Context: an optimization exercise on an open-source flow, tuned for small area, a short achievable clock period and few clock cycles. The choices shown serve that exercise and are no tape-out recipe.
Only simulation tests tie the RTL to the original design; equivalence was not proved.
Power and IR drop assume default switching activity.

run 1:
Design alu, start of the top module:
module alu #(
    parameter INT_W  = 4,
    parameter FRAC_W = 6,
    parameter INST_W = 4,
    parameter DATA_W = INT_W + FRAC_W
)(
    input                     i_clk,
    input                     i_rst_n,
    input                     i_valid,
    input signed [DATA_W-1:0] i_data_a,
    input signed [DATA_W-1:0] i_data_b,
    input        [INST_W-1:0] i_inst,
    output                    o_valid,
    output       [DATA_W-1:0] o_data
);
wire signed [9:0] a = i_data_a;
wire signed [9:0] b = i_data_b;
wire s_mul  = (i_inst[3:1] == 3'b001);
wire s_add  = (i_inst[3:1] == 3'b000);
wire is_sub = (i_inst == 4'd1);
wire is_mac = (i_inst == 4'd3);
wire s_tanh = (i_inst == 4'd4);
wire s_cpop = (i_inst == 4'd8);
wire t_r1 = (a <= -10'sd96);
wire t_r2 = !t_r1 && (a <= -10'sd32);
wire t_r5 = (a > 10'sd96);
wire t_r4 = !t_r5 && (a > 10'sd32);
wire t_r3 = !(t_r1 || t_r2 || t_r4 || t_r5);
wire [9:0] tanh_x = t_r1 ? -10'sd64 : t_r2 ? -10'sd16 : t_r4 ? 10'sd16 : t_r5 ? 10'sd64 : 10'sd0;
reg [3:0] clz, ctz;
integer k;
always @(*) begin
    clz = 4'd10;
    for (k = 0; k < 10; k = k + 1) if (a[k]) clz = 9 - k;
    ctz = 4'd10;
    for (k = 9; k >= 0; k = k - 1) if (a[k]) ctz = k;
end
wire [1:0] cp0 = a[0] + a[1] + a[2];
wire [1:0] cp1 = a[3] + a[4] + a[5];
wire [1:0] cp2 = a[6] + a[7] + a[8];
wire [9:0] rol_1 = b[0] ? {a[8:0], a[9]} : a;
wire [9:0] rol_2 = b[1] ? {rol_1[7:0], rol_1[9:8]} : rol_1;
wire [9:0] rol_4 = b[2] ? {rol_2[5:0], rol_2[9:6]} : rol_2;
wire [9:0] rol   = b[3] ? {rol_4[1:0], rol_4[9:2]} : rol_4;
reg [9:0] x;
always @(*) begin
    case (i_inst)
        4'd0:    x = b;
        4'd1:    x = ~b;
        4'd4:    x = tanh_x;
        4'd5:    x = a | ~b;
        4'd6:    x = {6'd0, clz};
        4'd7:    x = {6'd0, ctz};
        4'd8:    x = {8'd0, cp2};
        4'd9:    x = rol;
        default: x = 10'd0;
    endcase
end
wire ts1 = ~(a[0] & b[9]) ^ (a[1] & b[8]);
wire tc2 = ~(a[0] & b[9]) & (a[1] & b[8]);
wire ts3 = 1'b1 ^ ~(a[1] & b[9]) ^ (a[2] & b[8]);
wire tc4 = (1'b1 & ~(a[1] & b[9])) | (1'b1 & (a[2] & b[8])) | (~(a[1] & b[9]) & (a[2] & b[8]));
wire ts5 = 1'b1 ^ (a[0] & b[5]);
wire tc6 = 1'b1 & (a[0] & b[5]);
wire ts7 = (a[0] & b[6]) ^ (a[1] & b[5]) ^ (a[2] & b[4]);
  ...
export LEC_CHECK = 0
export ABC_AREA = 1
export CAP_MARGIN = 20
export CORE_MARGIN = 2
export CORE_UTILIZATION = 40
export SETUP_SLACK_MARGIN = 3.5
export SLEW_MARGIN = 20
create_clock -name core_clock -period 9.0 [get_ports {i_clk}]
standard.sh (not shown) runs the stock make flow with config.mk's settings and CLKGATE_MAP_FILE= SYNTH_SCRIPT=/design/flow/synth_recipe.tcl, a recipe that flattens the netlist after the stock synthesis.
==> flow/flow/run.sh <==
#!/bin/bash
# The standard layout with two changes:
#  - the input and output ports are buffered with buf_2 cells (buffer_ports
#    otherwise picks a slow delay buffer);
#  - synthesis is the standard one except for ABC's mapping: the logic from
#    the registers to o_data keeps ORFS's area script (abc_area.script), the
#    logic from the inputs to the registers, which has timing to spare, is
#    mapped for area only (abc_s1.script). flow/abc_split.tcl replaces the
#    single abc call of ORFS's synth.tcl.
set -euo pipefail
W=$PWD
awk -v blk="$W/flow/abc_split.tcl" '{
  if ($0 == "  log_cmd abc {*}$abc_args") { while ((getline l < blk) > 0) print l; close(blk) }
  else print
}' "$FLOW_HOME/scripts/synth.tcl" > synth_split.tcl
grep -q 'ABC_S1' synth_split.tcl
sed "s#source \$::env(SCRIPTS_DIR)/synth.tcl#source $W/synth_split.tcl#" synth_recipe.tcl > synth_top.tcl
grep -q 'synth_split.tcl' synth_top.tcl
bash standard.sh "BUFFER_PORTS_ARGS=-buffer_cell sky130_fd_sc_hd__buf_2" \
  "SYNTH_SCRIPT=$W/synth_top.tcl" \
  "ABC_S1=$W/flow/abc_s1.script" \
  "ABC_S2=$FLOW_HOME/scripts/abc_area.script" \
  finish > standard_flow.log 2>&1
==> flow/flow/abc_s1.script <==
strash
dch
map -a
topo
==> flow/flow/abc_split.tcl <==
  # Map the logic in the cone of the outputs (from the registers to o_data)
  # and the rest (from the inputs to the registers) with separate ABC scripts.
  set abc_rest [lrange $abc_args 2 end]
  select -set s2 o:o_data {%ci*:-sky130_fd_sc_hd__dfxtp_1[D,CLK]:-sky130_fd_sc_hd__dfrtp_1[D,CLK,RESET_B]}
  select -set s1 * @s2 %d
  log_cmd abc -script $::env(ABC_S1) {*}$abc_rest @s1
  log_cmd abc -script $::env(ABC_S2) {*}$abc_rest @s2
  select -clear
Run 1: no failed stages, no open violations at the end
Testbench counts of run 1, summed over its fixed seeds: cycles 24,000.
> inputs changed (run 1 -> run 2)
Settings: CORE_UTILIZATION changed from 40 to 30.
==> flow/flow/run.sh <==
#!/bin/bash
# The standard layout, except that the input and output ports are buffered
# with buf_2 cells (buffer_ports otherwise picks a slow delay buffer).
set -euo pipefail
bash standard.sh "BUFFER_PORTS_ARGS=-buffer_cell sky130_fd_sc_hd__buf_2" finish > standard_flow.log 2>&1
removed: flow/flow/abc_s1.script
removed: flow/flow/abc_split.tcl
### Flow results
On largest vdd supply drop, run 1 beats run 2. Run 2 — wire length of the first global-routing pass about 7% higher, run 1 as reference. Summary: with run 1 as the reference, maximum frequency from static timing analysis in run 2 moved up by a little under 10%. Final cell area: run 2 above run 1. What run 2 reported for fill cell total of the finished layout has to be multiplied by 0.69 to get the figure for run 1. The worst setup path startpoint comes out i_inst[3] in one run and x_r[9]$_DFFE_PN0P_ in the other, namely in run 1 and run 2 respectively.
diff inputs: run 2 => run 3
Settings: a change of CORE_UTILIZATION from 30 to 55.
Findings:
- Run 3 has completed all stages; timing, DRC and antenna checks passed.
- Count of clock-buffer cells in the layout, run 2 and run 3: larger value in run 2
- Total via count after detailed routing: run 3 vs run 2 up 226
- Higher detailed-routed wire length on met2 goes to run 3 over run 2.
- Compared with run 2, run 3 shows design area that has gone down by a few percent.
#### Input delta (run 4 over run 3)
Settings: CORE_UTILIZATION changed from 55 to 30.
==> flow/flow/run.sh <==
#!/bin/bash
# The standard layout with two changes:
#  - the input and output ports are buffered with buf_2 cells (buffer_ports
#    otherwise picks a slow delay buffer);
#  - synthesis is the standard one except for ABC's mapping: the logic from
#    the registers to o_data keeps ORFS's area script (abc_area.script), the
#    logic from the inputs to the registers, which has timing to spare, is
#    mapped for area only (abc_s1.script). flow/abc_split.tcl replaces the
#    single abc call of ORFS's synth.tcl.
set -euo pipefail
W=$PWD
awk -v blk="$W/flow/abc_split.tcl" '{
  if ($0 == "  log_cmd abc {*}$abc_args") { while ((getline l < blk) > 0) print l; close(blk) }
  else print
}' "$FLOW_HOME/scripts/synth.tcl" > synth_split.tcl
grep -q 'ABC_S1' synth_split.tcl
sed "s#source \$::env(SCRIPTS_DIR)/synth.tcl#source $W/synth_split.tcl#" synth_recipe.tcl > synth_top.tcl
grep -q 'synth_split.tcl' synth_top.tcl
bash standard.sh "BUFFER_PORTS_ARGS=-buffer_cell sky130_fd_sc_hd__buf_2" \
  "SYNTH_SCRIPT=$W/synth_top.tcl" \
  "ABC_S1=$W/flow/abc_s1.script" \
  "ABC_S2=$FLOW_HOME/scripts/abc_area.script" \
  finish > standard_flow.log 2>&1
==> flow/flow/abc_s1.script (new file) <==
strash
dc2
dch -f
map -a
topo
stime -c
buffer -c
upsize -c
dnsize -c
==> flow/flow/abc_split.tcl (new file) <==
  # Map the logic in the cone of the outputs (from the registers to o_data)
  # and the rest (from the inputs to the registers) with separate ABC scripts.
  set abc_rest [lrange $abc_args 2 end]
  select -set s2 o:o_data {%ci*:-sky130_fd_sc_hd__dfxtp_1[D,CLK]:-sky130_fd_sc_hd__dfrtp_1[D,CLK,RESET_B]}
  select -set s1 * @s2 %d
  log_cmd abc -script $::env(ABC_S1) {*}$abc_rest @s1
  log_cmd abc -script $::env(ABC_S2) {*}$abc_rest @s2
  select -clear
Results
Run 4 gives more die width than run 3 did.
Leakage component of the power is lower on run 4
Total inserted antenna cells: run 4 vs run 3 identical
After detailed routing, run 3 needs less wire than run 4.

## separate check: timing with driven ports
How much do the figures lean on ideal ports? The routed layouts below were timed once more, with nothing changed but the port constraints.
Step 1 assumes that a clkbuf_16 drives the clock port and a buf_2 every other input.
Step 2 also shifts input and output timing later by t, the mid clock arrival at the registers, as if the neighbouring blocks saw the same clock.
Slacks: ideal ports / drivers / drivers and shift; pairs: ideal ports / drivers.
run	shift t [ns]	slack for setup (ns)	worst data-port slew with drivers (ns)
run 1	0.310	3.935 / 3.947 / 3.637	0.04
run 2	0.314	4.335 / 4.300 / 4.339	0.06
run 3	0.316	4.214 / 4.185 / 4.362	0.03
run 4	0.317	4.322 / 4.339 / 4.022	0.04
After both steps every run listed still meets setup and hold. The setup slack of run 4, which loses most, moves by +0.017 ns with the drivers and by -0.300 ns with both steps.
